Background: an optimization exercise with open tools, aiming at small area and a short achievable clock period. Do not read the settings as production practice.
The RTL was checked by simulation tests, not by an equivalence proof against the original design.
Power and IR drop assume default switching activity.

`flow/flow/run.sh`:
```
#!/bin/bash
# The standard layout (standard.sh), with these changes:
#  - port buffers use the smallest buffer cell (buf_1) instead of the default choice;
#  - if flow/dont_use.txt exists, it replaces the platform's don't-use list
#    (it repeats the platform's list and adds slow wide OR/NOR cells);
#  - if flow/abc.script exists, synthesis is synth_recipe.tcl unchanged except that
#    Yosys's abc call runs that ABC script (flow/synth.tcl);
#  - if flow/post_gpl.tcl exists, it runs after global placement (sizes output port buffers);
#  - each line of flow/make_args.txt (if it exists) is passed to make as VAR=value.
set -uo pipefail
export BUFFER_PORTS_ARGS="-buffer_cell sky130_fd_sc_hd__buf_1"
args=()
if [[ -s flow/dont_use.txt ]]; then
  args+=("DONT_USE_CELLS=$(tr '\n' ' ' < flow/dont_use.txt)")
fi
if [[ -s flow/abc.script ]]; then
  export MY_ABC_SCRIPT="$PWD/flow/abc.script"
  args+=("SYNTH_SCRIPT=$PWD/flow/synth.tcl")
fi
if [[ -s flow/post_gpl.tcl ]]; then
  export POST_GLOBAL_PLACE_TCL="$PWD/flow/post_gpl.tcl"
fi
if [[ -s flow/make_args.txt ]]; then
  while IFS= read -r line; do
    [[ -n "$line" ]] && args+=("$line")
  done < flow/make_args.txt
fi
printf '%s\n' "${args[@]}" > run_args.log
bash standard.sh "${args[@]}" finish > standard.log 2>&1
```
`flow/flow/abc.script`:
```
&get -n
&st
&dch
&nf -p
&put
buffer -c
topo
stime -c
upsize -c
dnsize -c
```
`flow/flow/dont_use.txt`:
```
sky130_fd_sc_hd__probe_p_8
sky130_fd_sc_hd__probec_p_8
sky130_fd_sc_hd__lpflow_bleeder_1
sky130_fd_sc_hd__lpflow_clkbufkapwr_1
sky130_fd_sc_hd__lpflow_clkbufkapwr_16
sky130_fd_sc_hd__lpflow_clkbufkapwr_2
sky130_fd_sc_hd__lpflow_clkbufkapwr_4
sky130_fd_sc_hd__lpflow_clkbufkapwr_8
sky130_fd_sc_hd__lpflow_clkinvkapwr_1
sky130_fd_sc_hd__lpflow_clkinvkapwr_16
sky130_fd_sc_hd__lpflow_clkinvkapwr_2
sky130_fd_sc_hd__lpflow_clkinvkapwr_4
sky130_fd_sc_hd__lpflow_clkinvkapwr_8
sky130_fd_sc_hd__lpflow_decapkapwr_12
sky130_fd_sc_hd__lpflow_decapkapwr_3
sky130_fd_sc_hd__lpflow_decapkapwr_4
sky130_fd_sc_hd__lpflow_decapkapwr_6
sky130_fd_sc_hd__lpflow_decapkapwr_8
sky130_fd_sc_hd__lpflow_inputiso0n_1
sky130_fd_sc_hd__lpflow_inputiso0p_1
sky130_fd_sc_hd__lpflow_inputiso1n_1
sky130_fd_sc_hd__lpflow_inputiso1p_1
sky130_fd_sc_hd__lpflow_inputisolatch_1
sky130_fd_sc_hd__lpflow_isobufsrc_1
sky130_fd_sc_hd__lpflow_isobufsrc_16
sky130_fd_sc_hd__lpflow_isobufsrc_2
sky130_fd_sc_hd__lpflow_isobufsrc_4
sky130_fd_sc_hd__lpflow_isobufsrc_8
sky130_fd_sc_hd__lpflow_isobufsrckapwr_16
sky130_fd_sc_hd__lpflow_lsbuf_lh_hl_isowell_tap_1
sky130_fd_sc_hd__lpflow_lsbuf_lh_hl_isowell_tap_2
sky130_fd_sc_hd__lpflow_lsbuf_lh_hl_isowell_tap_4
sky130_fd_sc_hd__lpflow_lsbuf_lh_isowell_4
sky130_fd_sc_hd__lpflow_lsbuf_lh_isowell_tap_1
sky130_fd_sc_hd__lpflow_lsbuf_lh_isowell_tap_2
sky130_fd_sc_hd__lpflow_lsbuf_lh_isowell_tap_4
#
#
Define
fill
cells
sky130_fd_sc_hd__or4_1
sky130_fd_sc_hd__or4_2
sky130_fd_sc_hd__or4_4
sky130_fd_sc_hd__nor4_1
sky130_fd_sc_hd__nor4_2
sky130_fd_sc_hd__nor4_4
sky130_fd_sc_hd__or4b_1
sky130_fd_sc_hd__or4b_2
sky130_fd_sc_hd__or4b_4
sky130_fd_sc_hd__or4bb_1
sky130_fd_sc_hd__or4bb_2
sky130_fd_sc_hd__or4bb_4
sky130_fd_sc_hd__nor4b_1
sky130_fd_sc_hd__nor4b_2
sky130_fd_sc_hd__nor4b_4
sky130_fd_sc_hd__nor4bb_1
sky130_fd_sc_hd__nor4bb_2
sky130_fd_sc_hd__nor4bb_4
sky130_fd_sc_hd__or3_1
sky130_fd_sc_hd__or3_2
sky130_fd_sc_hd__or3_4
sky130_fd_sc_hd__nor3_1
sky130_fd_sc_hd__nor3_2
sky130_fd_sc_hd__nor3_4
sky130_fd_sc_hd__or3b_1
sky130_fd_sc_hd__or3b_2
sky130_fd_sc_hd__or3b_4
sky130_fd_sc_hd__nor3b_1
sky130_fd_sc_hd__nor3b_2
sky130_fd_sc_hd__nor3b_4
sky130_fd_sc_hd__a2111o_1
sky130_fd_sc_hd__a2111o_2
sky130_fd_sc_hd__a2111o_4
sky130_fd_sc_hd__a2111oi_0
sky130_fd_sc_hd__a2111oi_1
sky130_fd_sc_hd__a2111oi_2
sky130_fd_sc_hd__a2111oi_4
sky130_fd_sc_hd__a221o_1
sky130_fd_sc_hd__a221o_2
sky130_fd_sc_hd__a221o_4
sky130_fd_sc_hd__a221oi_1
sky130_fd_sc_hd__a221oi_2
sky130_fd_sc_hd__a221oi_4
sky130_fd_sc_hd__a222oi_1
sky130_fd_sc_hd__a311o_1
sky130_fd_sc_hd__a311o_2
sky130_fd_sc_hd__a311o_4
sky130_fd_sc_hd__a311oi_1
sky130_fd_sc_hd__a311oi_2
sky130_fd_sc_hd__a311oi_4
sky130_fd_sc_hd__a41o_1
sky130_fd_sc_hd__a41o_2
sky130_fd_sc_hd__a41o_4
sky130_fd_sc_hd__a41oi_1
sky130_fd_sc_hd__a41oi_2
sky130_fd_sc_hd__a41oi_4
sky130_fd_sc_hd__o2111a_1
sky130_fd_sc_hd__o2111a_2
sky130_fd_sc_hd__o2111a_4
sky130_fd_sc_hd__o2111ai_1
sky130_fd_sc_hd__o2111ai_2
sky130_fd_sc_hd__o2111ai_4
sky130_fd_sc_hd__o221a_1
sky130_fd_sc_hd__o221a_2
sky130_fd_sc_hd__o221a_4
sky130_fd_sc_hd__o221ai_1
sky130_fd_sc_hd__o221ai_2
sky130_fd_sc_hd__o221ai_4
sky130_fd_sc_hd__o311a_1
sky130_fd_sc_hd__o311a_2
sky130_fd_sc_hd__o311a_4
sky130_fd_sc_hd__o311ai_0
sky130_fd_sc_hd__o311ai_1
sky130_fd_sc_hd__o311ai_2
sky130_fd_sc_hd__o311ai_4
sky130_fd_sc_hd__o41a_1
sky130_fd_sc_hd__o41a_2
sky130_fd_sc_hd__o41a_4
sky130_fd_sc_hd__o41ai_1
sky130_fd_sc_hd__o41ai_2
sky130_fd_sc_hd__o41ai_4
```
`flow/flow/make_args.txt`:
```
CTS_ARGS=-sink_clustering_enable -repair_clock_nets -dont_use_dummy_load -sink_clustering_size 20 -sink_clustering_max_diameter 100 -buf_list {sky130_fd_sc_hd__clkbuf_8 sky130_fd_sc_hd__clkbuf_16}
```
`flow/flow/synth.tcl`:
```
proc synth {args} { yosys synth -nofsm -noshare {*}$args }
if { [info exists ::env(MY_ABC_SCRIPT)] } {
  proc abc {args} {
    set i [lsearch -exact $args -script]
    if { $i >= 0 } { set args [lreplace $args [expr {$i+1}] [expr {$i+1}] $::env(MY_ABC_SCRIPT)] }
    puts "abc override: $args"
    yosys abc {*}$args
  }
}
source $::env(SCRIPTS_DIR)/synth.tcl
# left out here: clear keep_hierarchy, flatten, clean up, hide names made inside functions, write 1_2_yosys.v
```
`flow/standard.sh`:
```
#!/bin/bash
# synth_recipe.tcl (not shown) runs the flow's synth.tcl, then flattens the netlist and writes it again
# the make line also repeats each setting of config.mk as NAME=value (left out here)
make -C /OpenROAD-flow-scripts/flow DESIGN_CONFIG=/design/flow/config.mk WORK_HOME=/design/flow/orfs CLKGATE_MAP_FILE= SYNTH_SCRIPT=/design/flow/synth_recipe.tcl "${@:-finish}"
```
`flow/config.mk`:
```
export PLATFORM = sky130hd
export DESIGN_NAME = counters
export DESIGN_NICKNAME = counters
export VERILOG_FILES = /design/flow/design.v
export SDC_FILE = /design/flow/constraint.sdc
export NUM_CORES = 4
export LEC_CHECK = 0
export CAP_MARGIN = 20
export CORE_MARGIN = 2
export CORE_UTILIZATION = 40
export SETUP_SLACK_MARGIN = 1.4
export SLEW_MARGIN = 20
```
`flow/constraint.sdc`:
```
create_clock -name core_clock -period 3.3 [get_ports {sysclk}]
set_input_delay 0.6600 -clock core_clock [delete_from_list [all_inputs] [get_ports {sysclk}]]
set_output_delay 0.6600 -clock core_clock [all_outputs]
set_load 0.01 [all_outputs]
```
`flow/design.v`:
```
module counters_tmr(
input wire clk,
input wire rst,
input wire baz,
input wire blrb,
input wire bar,
input wire zz1pb,
input wire [31:0] turn,
output reg [31:0] cnt,
output reg cwm,
output wire expire
);
  reg armed;
  wire c_z0_1 = ~cnt[1] & ~cnt[0];
  wire c_z2_3 = ~cnt[3] & ~cnt[2];
  wire c_z4_5 = ~cnt[5] & ~cnt[4];
  wire c_z6_7 = ~cnt[7] & ~cnt[6];
  wire c_z8_9 = ~cnt[9] & ~cnt[8];
  wire c_z10_11 = ~cnt[11] & ~cnt[10];
  wire c_z12_13 = ~cnt[13] & ~cnt[12];
  wire c_z14_15 = ~cnt[15] & ~cnt[14];
  wire c_z16_17 = ~cnt[17] & ~cnt[16];
  wire c_z18_19 = ~cnt[19] & ~cnt[18];
  wire c_z20_21 = ~cnt[21] & ~cnt[20];
  wire c_z22_23 = ~cnt[23] & ~cnt[22];
  wire c_z24_25 = ~cnt[25] & ~cnt[24];
  wire c_z26_27 = ~cnt[27] & ~cnt[26];
  wire c_z28_29 = ~cnt[29] & ~cnt[28];
  wire c_z30_31 = ~cnt[31] & ~cnt[30];
  wire c_z0_2 = ~cnt[2] & c_z0_1;
  wire c_z0_3 = c_z2_3 & c_z0_1;
  wire c_z4_6 = ~cnt[6] & c_z4_5;
  wire c_z4_7 = c_z6_7 & c_z4_5;
  wire c_z8_10 = ~cnt[10] & c_z8_9;
  wire c_z8_11 = c_z10_11 & c_z8_9;
  wire c_z12_14 = ~cnt[14] & c_z12_13;
  wire c_z12_15 = c_z14_15 & c_z12_13;
  wire c_z16_18 = ~cnt[18] & c_z16_17;
  wire c_z16_19 = c_z18_19 & c_z16_17;
  wire c_z20_22 = ~cnt[22] & c_z20_21;
  wire c_z20_23 = c_z22_23 & c_z20_21;
  wire c_z24_26 = ~cnt[26] & c_z24_25;
  wire c_z24_27 = c_z26_27 & c_z24_25;
  wire c_z28_30 = ~cnt[30] & c_z28_29;
  wire c_z28_31 = c_z30_31 & c_z28_29;
  wire c_z0_4 = ~cnt[4] & c_z0_3;
  wire c_z0_5 = c_z4_5 & c_z0_3;
  wire c_z0_6 = c_z4_6 & c_z0_3;
  wire c_z0_7 = c_z4_7 & c_z0_3;
  wire c_z8_12 = ~cnt[12] & c_z8_11;
  wire c_z8_13 = c_z12_13 & c_z8_11;
  wire c_z8_14 = c_z12_14 & c_z8_11;
  wire c_z8_15 = c_z12_15 & c_z8_11;
  wire c_z16_20 = ~cnt[20] & c_z16_19;
  wire c_z16_21 = c_z20_21 & c_z16_19;
  wire c_z16_22 = c_z20_22 & c_z16_19;
  wire c_z16_23 = c_z20_23 & c_z16_19;
  wire c_z24_28 = ~cnt[28] & c_z24_27;
  wire c_z24_29 = c_z28_29 & c_z24_27;
  wire c_z24_30 = c_z28_30 & c_z24_27;
  wire c_z24_31 = c_z28_31 & c_z24_27;
  wire c_z0_8 = ~cnt[8] & c_z0_7;
  wire c_z0_9 = c_z8_9 & c_z0_7;
  wire c_z0_10 = c_z8_10 & c_z0_7;
  wire c_z0_11 = c_z8_11 & c_z0_7;
  wire c_z0_12 = c_z8_12 & c_z0_7;
  wire c_z0_13 = c_z8_13 & c_z0_7;
  wire c_z0_14 = c_z8_14 & c_z0_7;
  wire c_z0_15 = c_z8_15 & c_z0_7;
  wire c_z16_24 = ~cnt[24] & c_z16_23;
  wire c_z16_25 = c_z24_25 & c_z16_23;
  wire c_z16_26 = c_z24_26 & c_z16_23;
  wire c_z16_27 = c_z24_27 & c_z16_23;
  wire c_z16_28 = c_z24_28 & c_z16_23;
  wire c_z16_29 = c_z24_29 & c_z16_23;
  wire c_z16_30 = c_z24_30 & c_z16_23;
  wire c_z16_31 = c_z24_31 & c_z16_23;
  wire c_z0_16 = ~cnt[16] & c_z0_15;
  wire c_z0_17 = c_z16_17 & c_z0_15;
  wire c_z0_18 = c_z16_18 & c_z0_15;
  wire c_z0_19 = c_z16_19 & c_z0_15;
  wire c_z0_20 = c_z16_20 & c_z0_15;
  wire c_z0_21 = c_z16_21 & c_z0_15;
  wire c_z0_22 = c_z16_22 & c_z0_15;
  wire c_z0_23 = c_z16_23 & c_z0_15;
  wire c_z0_24 = c_z16_24 & c_z0_15;
  wire c_z0_25 = c_z16_25 & c_z0_15;
  wire c_z0_26 = c_z16_26 & c_z0_15;
  wire c_z0_27 = c_z16_27 & c_z0_15;
  wire c_z0_28 = c_z16_28 & c_z0_15;
  wire c_z0_29 = c_z16_29 & c_z0_15;
  wire c_z0_30 = c_z16_30 & c_z0_15;
  wire c_z0_31 = c_z16_31 & c_z0_15;
  wire [31:0] c_b;
  assign c_b[0] = 1'b1;
  assign c_b[1] = ~cnt[0];
  assign c_b[2] = c_z0_1;
  assign c_b[3] = c_z0_2;
  assign c_b[4] = c_z0_3;
  assign c_b[5] = c_z0_4;
  assign c_b[6] = c_z0_5;
  assign c_b[7] = c_z0_6;
  assign c_b[8] = c_z0_7;
  assign c_b[9] = c_z0_8;
  assign c_b[10] = c_z0_9;
  assign c_b[11] = c_z0_10;
  assign c_b[12] = c_z0_11;
  assign c_b[13] = c_z0_12;
  assign c_b[14] = c_z0_13;
  assign c_b[15] = c_z0_14;
  assign c_b[16] = c_z0_15;
  assign c_b[17] = c_z0_16;
  assign c_b[18] = c_z0_17;
  assign c_b[19] = c_z0_18;
  assign c_b[20] = c_z0_19;
  assign c_b[21] = c_z0_20;
  assign c_b[22] = c_z0_21;
  assign c_b[23] = c_z0_22;
  assign c_b[24] = c_z0_23;
  assign c_b[25] = c_z0_24;
  assign c_b[26] = c_z0_25;
  assign c_b[27] = c_z0_26;
  assign c_b[28] = c_z0_27;
  assign c_b[29] = c_z0_28;
  assign c_b[30] = c_z0_29;
  assign c_b[31] = c_z0_30;
  wire c_up0 = ~cnt[1] & c_z2_3 & c_z4_7 & c_z8_15 & c_z16_31;
  wire c_zero = c_b[31] & ~cnt[31];
  wire is_one = c_up0 & cnt[0];
  wire turn_nz = |turn;
  wire run = armed & blrb;
  reg nz;
  wire at_zero = ~nz;
  wire load = baz | (run & bar & at_zero);
  wire dec = run & (bar | ~cwm);
  wire shot = ~baz & run & ~bar & ~cwm & is_one;
  assign expire = (~baz & run & bar & at_zero) | shot;
  always @(posedge clk, posedge rst) begin
    if (rst) begin
      cnt <= 32'd0;
      nz <= 1'b0;
      cwm <= 1'b0;
      armed <= 1'b0;
    end else begin
      cnt <= load ? turn : cnt ^ ({32{dec}} & c_b);
      nz <= load ? turn_nz : dec ? ~is_one : nz;
      if (baz) armed <= turn_nz;
      else if (shot) armed <= 1'b0;
      if (~zz1pb) cwm <= 1'b0;
      else if (expire) cwm <= 1'b1;
    end
  end
endmodule
module counters(
input wire sysclk,
input wire foo_card,
input wire wfoo0_baz,
input wire wfoo0_blrb,
input wire wfoo0_zz1pb,
input wire [31:0] wfoo0_turn,
input wire debct_baz,
input wire debct_blrb,
input wire debct_zz1pb,
input wire debct_bar,
input wire [31:0] debct_turn,
input wire Z0_bar,
input wire Z0_baz,
input wire Z0_blrb,
input wire Z0_zz1pb,
input wire [31:0] Z0_turn,
input wire Y1_bar,
input wire Y1_baz,
input wire Y1_blrb,
input wire Y1_zz1pb,
input wire [31:0] Y1_turn,
input wire X2_bar,
input wire X2_baz,
input wire X2_blrb,
input wire X2_zz1pb,
input wire [31:0] X2_turn,
input wire W3_bar,
input wire W3_baz,
input wire W3_blrb,
input wire W3_zz1pb,
input wire [31:0] W3_turn,
output wire Z0_cwm,
output wire [31:0] Z0,
output wire Y1_cwm,
output wire [31:0] Y1,
output wire X2_cwm,
output wire [31:0] X2,
output wire W3_cwm,
output wire [31:0] W3,
output reg wfoo0_cwm,
output wire [31:0] wfoo0_llwln,
output wire debct_cwm,
output reg debct_pull,
output wire [31:0] debct,
output wire wdfilecardA2P
);
  wire debct_exp, z0_exp, y1_exp, x2_exp, w3_exp;
  counters_tmr t_debct(.clk(sysclk), .rst(foo_card), .baz(debct_baz), .blrb(debct_blrb),
    .bar(debct_bar), .zz1pb(debct_zz1pb), .turn(debct_turn), .cnt(debct), .cwm(debct_cwm),
    .expire(debct_exp));
  counters_tmr t_Z0(.clk(sysclk), .rst(foo_card), .baz(Z0_baz), .blrb(Z0_blrb),
    .bar(Z0_bar), .zz1pb(Z0_zz1pb), .turn(Z0_turn), .cnt(Z0), .cwm(Z0_cwm),
    .expire(z0_exp));
  counters_tmr t_Y1(.clk(sysclk), .rst(foo_card), .baz(Y1_baz), .blrb(Y1_blrb),
    .bar(Y1_bar), .zz1pb(Y1_zz1pb), .turn(Y1_turn), .cnt(Y1), .cwm(Y1_cwm),
    .expire(y1_exp));
  counters_tmr t_X2(.clk(sysclk), .rst(foo_card), .baz(X2_baz), .blrb(X2_blrb),
    .bar(X2_bar), .zz1pb(X2_zz1pb), .turn(X2_turn), .cnt(X2), .cwm(X2_cwm),
    .expire(x2_exp));
  counters_tmr t_W3(.clk(sysclk), .rst(foo_card), .baz(W3_baz), .blrb(W3_blrb),
    .bar(W3_bar), .zz1pb(W3_zz1pb), .turn(W3_turn), .cnt(W3), .cwm(W3_cwm),
    .expire(w3_exp));
  reg [31:0] wd_cnt;
  reg wd_armed, wd_mark, wd_a2p;
  wire w_z0_1 = ~wd_cnt[1] & ~wd_cnt[0];
  wire w_z2_3 = ~wd_cnt[3] & ~wd_cnt[2];
  wire w_z4_5 = ~wd_cnt[5] & ~wd_cnt[4];
  wire w_z6_7 = ~wd_cnt[7] & ~wd_cnt[6];
  wire w_z8_9 = ~wd_cnt[9] & ~wd_cnt[8];
  wire w_z10_11 = ~wd_cnt[11] & ~wd_cnt[10];
  wire w_z12_13 = ~wd_cnt[13] & ~wd_cnt[12];
  wire w_z14_15 = ~wd_cnt[15] & ~wd_cnt[14];
  wire w_z16_17 = ~wd_cnt[17] & ~wd_cnt[16];
  wire w_z18_19 = ~wd_cnt[19] & ~wd_cnt[18];
  wire w_z20_21 = ~wd_cnt[21] & ~wd_cnt[20];
  wire w_z22_23 = ~wd_cnt[23] & ~wd_cnt[22];
  wire w_z24_25 = ~wd_cnt[25] & ~wd_cnt[24];
  wire w_z26_27 = ~wd_cnt[27] & ~wd_cnt[26];
  wire w_z28_29 = ~wd_cnt[29] & ~wd_cnt[28];
  wire w_z30_31 = ~wd_cnt[31] & ~wd_cnt[30];
  wire w_z0_2 = ~wd_cnt[2] & w_z0_1;
  wire w_z0_3 = w_z2_3 & w_z0_1;
  wire w_z4_6 = ~wd_cnt[6] & w_z4_5;
  wire w_z4_7 = w_z6_7 & w_z4_5;
  wire w_z8_10 = ~wd_cnt[10] & w_z8_9;
  wire w_z8_11 = w_z10_11 & w_z8_9;
  wire w_z12_14 = ~wd_cnt[14] & w_z12_13;
  wire w_z12_15 = w_z14_15 & w_z12_13;
  wire w_z16_18 = ~wd_cnt[18] & w_z16_17;
  wire w_z16_19 = w_z18_19 & w_z16_17;
  wire w_z20_22 = ~wd_cnt[22] & w_z20_21;
  wire w_z20_23 = w_z22_23 & w_z20_21;
  wire w_z24_26 = ~wd_cnt[26] & w_z24_25;
  wire w_z24_27 = w_z26_27 & w_z24_25;
  wire w_z28_30 = ~wd_cnt[30] & w_z28_29;
  wire w_z28_31 = w_z30_31 & w_z28_29;
  wire w_z0_4 = ~wd_cnt[4] & w_z0_3;
  wire w_z0_5 = w_z4_5 & w_z0_3;
  wire w_z0_6 = w_z4_6 & w_z0_3;
  wire w_z0_7 = w_z4_7 & w_z0_3;
  wire w_z8_12 = ~wd_cnt[12] & w_z8_11;
  wire w_z8_13 = w_z12_13 & w_z8_11;
  wire w_z8_14 = w_z12_14 & w_z8_11;
  wire w_z8_15 = w_z12_15 & w_z8_11;
  wire w_z16_20 = ~wd_cnt[20] & w_z16_19;
  wire w_z16_21 = w_z20_21 & w_z16_19;
  wire w_z16_22 = w_z20_22 & w_z16_19;
  wire w_z16_23 = w_z20_23 & w_z16_19;
  wire w_z24_28 = ~wd_cnt[28] & w_z24_27;
  wire w_z24_29 = w_z28_29 & w_z24_27;
  wire w_z24_30 = w_z28_30 & w_z24_27;
  wire w_z24_31 = w_z28_31 & w_z24_27;
  wire w_z0_8 = ~wd_cnt[8] & w_z0_7;
  wire w_z0_9 = w_z8_9 & w_z0_7;
  wire w_z0_10 = w_z8_10 & w_z0_7;
  wire w_z0_11 = w_z8_11 & w_z0_7;
  wire w_z0_12 = w_z8_12 & w_z0_7;
  wire w_z0_13 = w_z8_13 & w_z0_7;
  wire w_z0_14 = w_z8_14 & w_z0_7;
  wire w_z0_15 = w_z8_15 & w_z0_7;
  wire w_z16_24 = ~wd_cnt[24] & w_z16_23;
  wire w_z16_25 = w_z24_25 & w_z16_23;
  wire w_z16_26 = w_z24_26 & w_z16_23;
  wire w_z16_27 = w_z24_27 & w_z16_23;
  wire w_z16_28 = w_z24_28 & w_z16_23;
  wire w_z16_29 = w_z24_29 & w_z16_23;
  wire w_z16_30 = w_z24_30 & w_z16_23;
  wire w_z16_31 = w_z24_31 & w_z16_23;
  wire w_z0_16 = ~wd_cnt[16] & w_z0_15;
  wire w_z0_17 = w_z16_17 & w_z0_15;
  wire w_z0_18 = w_z16_18 & w_z0_15;
  wire w_z0_19 = w_z16_19 & w_z0_15;
  wire w_z0_20 = w_z16_20 & w_z0_15;
  wire w_z0_21 = w_z16_21 & w_z0_15;
  wire w_z0_22 = w_z16_22 & w_z0_15;
  wire w_z0_23 = w_z16_23 & w_z0_15;
  wire w_z0_24 = w_z16_24 & w_z0_15;
  wire w_z0_25 = w_z16_25 & w_z0_15;
  wire w_z0_26 = w_z16_26 & w_z0_15;
  wire w_z0_27 = w_z16_27 & w_z0_15;
  wire w_z0_28 = w_z16_28 & w_z0_15;
  wire w_z0_29 = w_z16_29 & w_z0_15;
  wire w_z0_30 = w_z16_30 & w_z0_15;
  wire w_z0_31 = w_z16_31 & w_z0_15;
  wire [31:0] w_b;
  assign w_b[0] = 1'b1;
  assign w_b[1] = ~wd_cnt[0];
  assign w_b[2] = w_z0_1;
  assign w_b[3] = w_z0_2;
  assign w_b[4] = w_z0_3;
  assign w_b[5] = w_z0_4;
  assign w_b[6] = w_z0_5;
  assign w_b[7] = w_z0_6;
  assign w_b[8] = w_z0_7;
  assign w_b[9] = w_z0_8;
  assign w_b[10] = w_z0_9;
  assign w_b[11] = w_z0_10;
  assign w_b[12] = w_z0_11;
  assign w_b[13] = w_z0_12;
  assign w_b[14] = w_z0_13;
  assign w_b[15] = w_z0_14;
  assign w_b[16] = w_z0_15;
  assign w_b[17] = w_z0_16;
  assign w_b[18] = w_z0_17;
  assign w_b[19] = w_z0_18;
  assign w_b[20] = w_z0_19;
  assign w_b[21] = w_z0_20;
  assign w_b[22] = w_z0_21;
  assign w_b[23] = w_z0_22;
  assign w_b[24] = w_z0_23;
  assign w_b[25] = w_z0_24;
  assign w_b[26] = w_z0_25;
  assign w_b[27] = w_z0_26;
  assign w_b[28] = w_z0_27;
  assign w_b[29] = w_z0_28;
  assign w_b[30] = w_z0_29;
  assign w_b[31] = w_z0_30;
  wire w_up0 = ~wd_cnt[1] & w_z2_3 & w_z4_7 & w_z8_15 & w_z16_31;
  wire w_zero = w_b[31] & ~wd_cnt[31];
  wire wd_turn_nz = |wfoo0_turn;
  wire wd_run = wd_armed & wfoo0_blrb;
  wire wd_at_zero = w_zero;
  wire wd_load = wfoo0_baz | (wd_run & wd_at_zero);
  wire wd_hit = ~wfoo0_baz & wd_run & wd_at_zero;
  assign wfoo0_llwln = wd_cnt;
  assign wdfilecardA2P = wd_a2p;
  always @(posedge sysclk, posedge foo_card) begin
    if (foo_card) begin
      wd_cnt <= 32'd0;
      wd_armed <= 1'b0;
      wd_mark <= 1'b0;
      wd_a2p <= 1'b0;
      wfoo0_cwm <= 1'b0;
      debct_pull <= 1'b0;
    end else begin
      debct_pull <= debct_exp;
      wd_a2p <= wd_hit & wd_mark;
      wd_cnt <= wd_load ? wfoo0_turn : wd_cnt ^ ({32{wd_run}} & w_b);
      if (wfoo0_baz) wd_armed <= ~wd_at_zero;
      else if (wd_hit & wd_mark) wd_armed <= 1'b0;
      if (wfoo0_baz) wd_mark <= 1'b0;
      else if (wd_hit) wd_mark <= 1'b1;
      if (~wfoo0_zz1pb) wfoo0_cwm <= 1'b0;
      else if (wd_hit & ~wd_mark) wfoo0_cwm <= 1'b1;
    end
  end
endmodule
```
==> run summary <==
==> synthesized netlist by cell type (6+ instances only) <==
cell type and number:
xor2_1 61, inv_1 16, and4_1 17, nand3_1 27
nor2_1 319, nor2b_1 11, a21oi_1 41, nand2b_1 16
nand4_1 39, o21ai_1 10, dfrtp_1 212, and2_1 16
buf_2 12, a31oi_1 74, ha_1 6, nand3b_1 7
xnor2_1 32, buf_4 6, o31ai_1 6, clkbuf_1 33
o21a_1 6, nand2_1 169, o21ai_0 151, nand4b_1 12
and3_1 25
==> per-stage QoR <==
step	total power, mW	worst slack, ns	cell area (um2)
6_report	6.059	1.425	13980
5_1_grt	6.383	1.329	13970
4_1_cts	6.086	1.355	13690
3_5_place_dp	4.388	0.9759	13310
3_3_place_gp	4.371	1.034	13310
2_1_floorplan	3.822	-0.1162	11350
==> worst paths after layout <==
path,start,endpoint
worst max-delay path,wd_cnt[26]$_DFF_PP0_,wd_cnt[17]$_DFF_PP0_
worst min-delay path,foo_card,debct_pull$_DFF_PP0_
worst max register to register,wd_cnt[26]$_DFF_PP0_,wd_cnt[17]$_DFF_PP0_
worst min register to register,wfoo0_cwm$_DFFE_PP0P_,wfoo0_cwm$_DFFE_PP0P_
max in group asynchronous,foo_card,t_Z0.cnt[4]$_DFF_PP0_
min in group core_clock,wfoo0_turn[28],wd_cnt[28]$_DFF_PP0_
==> routing by layer <==
metal | vias to the layer above | track usage [%] | wire length [um]
met5 | - | 0 | 8
met4 | 2 | 6.284 | 869
met3 | 53 | 6.271 | 3079
met2 | 392 | 37.58 | 17220
met1 | 5378 | 30.55 | 15620
li1 | 5502 | - | -
==> where the power goes <==
group | total, mW | switching [mW] | leakage, nW | internal [mW]
sequential | 3.14 | 0.292 | 2.47 | 2.85
clock | 1.67 | 0.913 | 0.173 | 0.761
combinational | 1.24 | 0.772 | 2.82 | 0.471
==> repair_timing <==
action / in CTS / in global routing
cloned: 0 / 3
gates resized for setup: 17 / 61
hold buffers: 0 / 0
endpoints found under the setup margin: 72 / 128
pin swaps: 1 / 8
buffers inserted: 1 / 8
==> cell type report <==
class / instances / area, um2
flip-flops and latches: 212 / 5309
repair buffers: 442 / 1848
clock buffers: 14 / 350.3
inverters: 16 / 63.81
diodes: 2 / 5.005
well taps: 378 / 473.0
multi-input cells: 1080 / 5928
fillers: 2885 / 13880
==> kinds of logic (layout without fill, tap and decap cells) <==
logic type | Yosys count | in the layout | share of synthesized area [%]
other | 0 | 2 | 0
AND/OR/NAND/NOR | 676 | 677 | 27.45
flip-flops | 212 | 212 | 46.76
adder cells (fa/ha/maj) | 6 | 6 | 0.6616
buffers and inverters | 70 | 472 | 2.790
XOR/XNOR | 93 | 93 | 7.179
multiplexers | 1 | 1 | 0.08823
AO/OA/AOI/OAI | 303 | 303 | 15.07
==> worst max-delay path, stage by stage, from the launching register on <==
cell	delay (ns)
dfrtp_1	0.43
nor2_1	0.14
and4b_2	0.30
nand4_4	0.13
o31ai_4	0.23
buf_4	0.19
buf_12	0.13
a21oi_1	0.04
a21o_1	0.15
==> registers in the layout (all words and copies together), names as in the netlist, 32 cells and up <==
| register | flops |
|---|---|
| t_Z0.cnt | 32 |
| t_W3.cnt | 32 |
| t_debct.cnt | 32 |
| t_Y1.cnt | 32 |
| t_X2.cnt | 32 |
| wd_cnt | 32 |
==> flow_metrics.py <==
metrics = {
    "worst_setup_path": {
        "endpoint_kind": "flip-flop",
        "crit_fanout": 11,
        "required_ns": 3.68,
        "worst_ep_arrival_time_ns": 2.25,
        "cp-start-kind": "flip-flop",
        "rrSetupSlack_ns": 1.43,
        "r2r_cells": 8,
        "path_class": "flip-flop to flip-flop",
    },
    "global_routing": {
        "grt_pass1_wl_mm": 55.01,
        "antenna_found_initial": 2,
        "grt_max_degree": 58,
        "globalRouteTotalUtil_pct": 23.17,
        "grt_pass1_vias": 10420,
        "grt-ovfl-total": 0,
    },
    "floorplan": {
        "core_area_um2": 27860,
        "ioPinCount": 417,
        "die_y_um": 172.4,
        "die_w_um": 172.4,
        "dieArea_um2": 29730,
        "num_rows": 61,
        "initial_core_util_pct": 40.73,
    },
    "power_and_ir_drop": {
        "power.leakage_nw": 5.467,
        "powerDensity_nw_per_um2": 433.5,
        "peakVddDrop_mv": 0.3948,
    },
    "placed_design": {
        "numPortBuffers": 416,
        "numPlacedInstances": 2116,
        "dp_hpwl_mm": 27.99,
    },
    "logic_synthesis": {
        "synth_area_leaders": "dfrtp_1, nor2_1, o21ai_0",
        "synth-edff-count": 0,
        "synthesis.nets": 1584,
        "yosys.cell_types.count": 42,
        "seq_area_frac_synth_pct": 46.76,
        "syn_inst": 1361,
        "yosysTopAreaCellShare_pct": 46.76,
        "async_reset_ff_share_pct": 100.0,
        "synth_flop_cell": "dfrtp_1",
        "yosysTopAreaCell": "dfrtp_1",
        "ys_warn_count": 2,
        "synth.avg_cell_area_um2": 8.336,
        "synth_area_um2": 11350,
        "ys_ff_latch": 212,
    },
    "min_path": {
        "hold_path.class": "input pin to async pin",
    },
    "timing": {
        "final_max_slew_viol_count": 0,
        "fin_crit_ns": 1.875,
        "setup_viol": 0,
        "fin_crit_sh_pct": 56.81,
        "rsz0062_at_grt": "yes",
        "hold_viol_final": 0,
        "fmax_mhz": 533.4,
        "fin_tns_setup_ns": 0,
        "hold_ws_ns": 0.2776,
        "relSlewSlack_pct": 50.60,
        "clock_skew_ns": 0.02815,
        "worst_slew_pin_slew_ns": 0.7394,
    },
    "job": {
        "drv_cap": 0,
    },
    "final_layout": {
        "instances_no_fill": 2144,
        "layout_common_cells": "buf_1, nor2_1, dfrtp_1, nand2_1, o21ai_0",
        "nets": 1989,
        "syn_to_final_growth_pct": 23.19,
        "mostFrequentLayoutCell": "buf_1",
        "fin_util_pct": 50.17,
        "layout-drive-gt1-share_pct": 6.576,
    },
    "routing": {
        "drt_drc_violations_left": 0,
        "viasPerCell": 5.283,
        "wire_per_inst_um": 17.16,
        "drt.antenna.violating_nets": 0,
        "routed_wl_mm": 36.80,
        "first_pass_iters": 5,
        "drt_iter0_drc": 686,
        "vias": 11330,
    },
    "clocking": {
        "cts_tree": "yes",
        "clock_sinks": 212,
        "cts.clk_slew.worst_paths_ns": 0.09,
        "numCtsBuffers": 14,
        "htree_levels": 1,
        "clock-root-buffer": "clkbuf_16",
        "clk-insertion-delay-late_ns": 0.49,
        "clockBufferDepth": 3,
    },
    "status": {
        "status": "finished clean",
    },
}

what the ideal ports hide:
The flow's constraints put no driver on any port. The routed layout listed below was extracted and timed again, unchanged, in two steps. Step 1 (the two cells are an assumption about what drives the block):
set clk [get_ports {sysclk}]
set_driving_cell -lib_cell sky130_fd_sc_hd__clkbuf_16 $clk
set_driving_cell -lib_cell sky130_fd_sc_hd__buf_2 [delete_from_list [all_inputs] $clk]
Step 2 times the ports against the registers' clock, not the clock port: input delays grow and output delays shrink by t, the midpoint of the rising clock arrivals with the driver on. a / b / c = ideal ports / drivers / drivers and shift; a / b = the first two.
t (ns): 0.528
slack for setup (ns): 1.425 / 1.392 / 1.192
worst setup path at the end: input to register
cell pins on the clock port's net: 1
After both steps setup and hold are still met in this run. For this run, drivers alone change the setup slack by -0.033 ns; drivers and shift together by -0.233 ns.
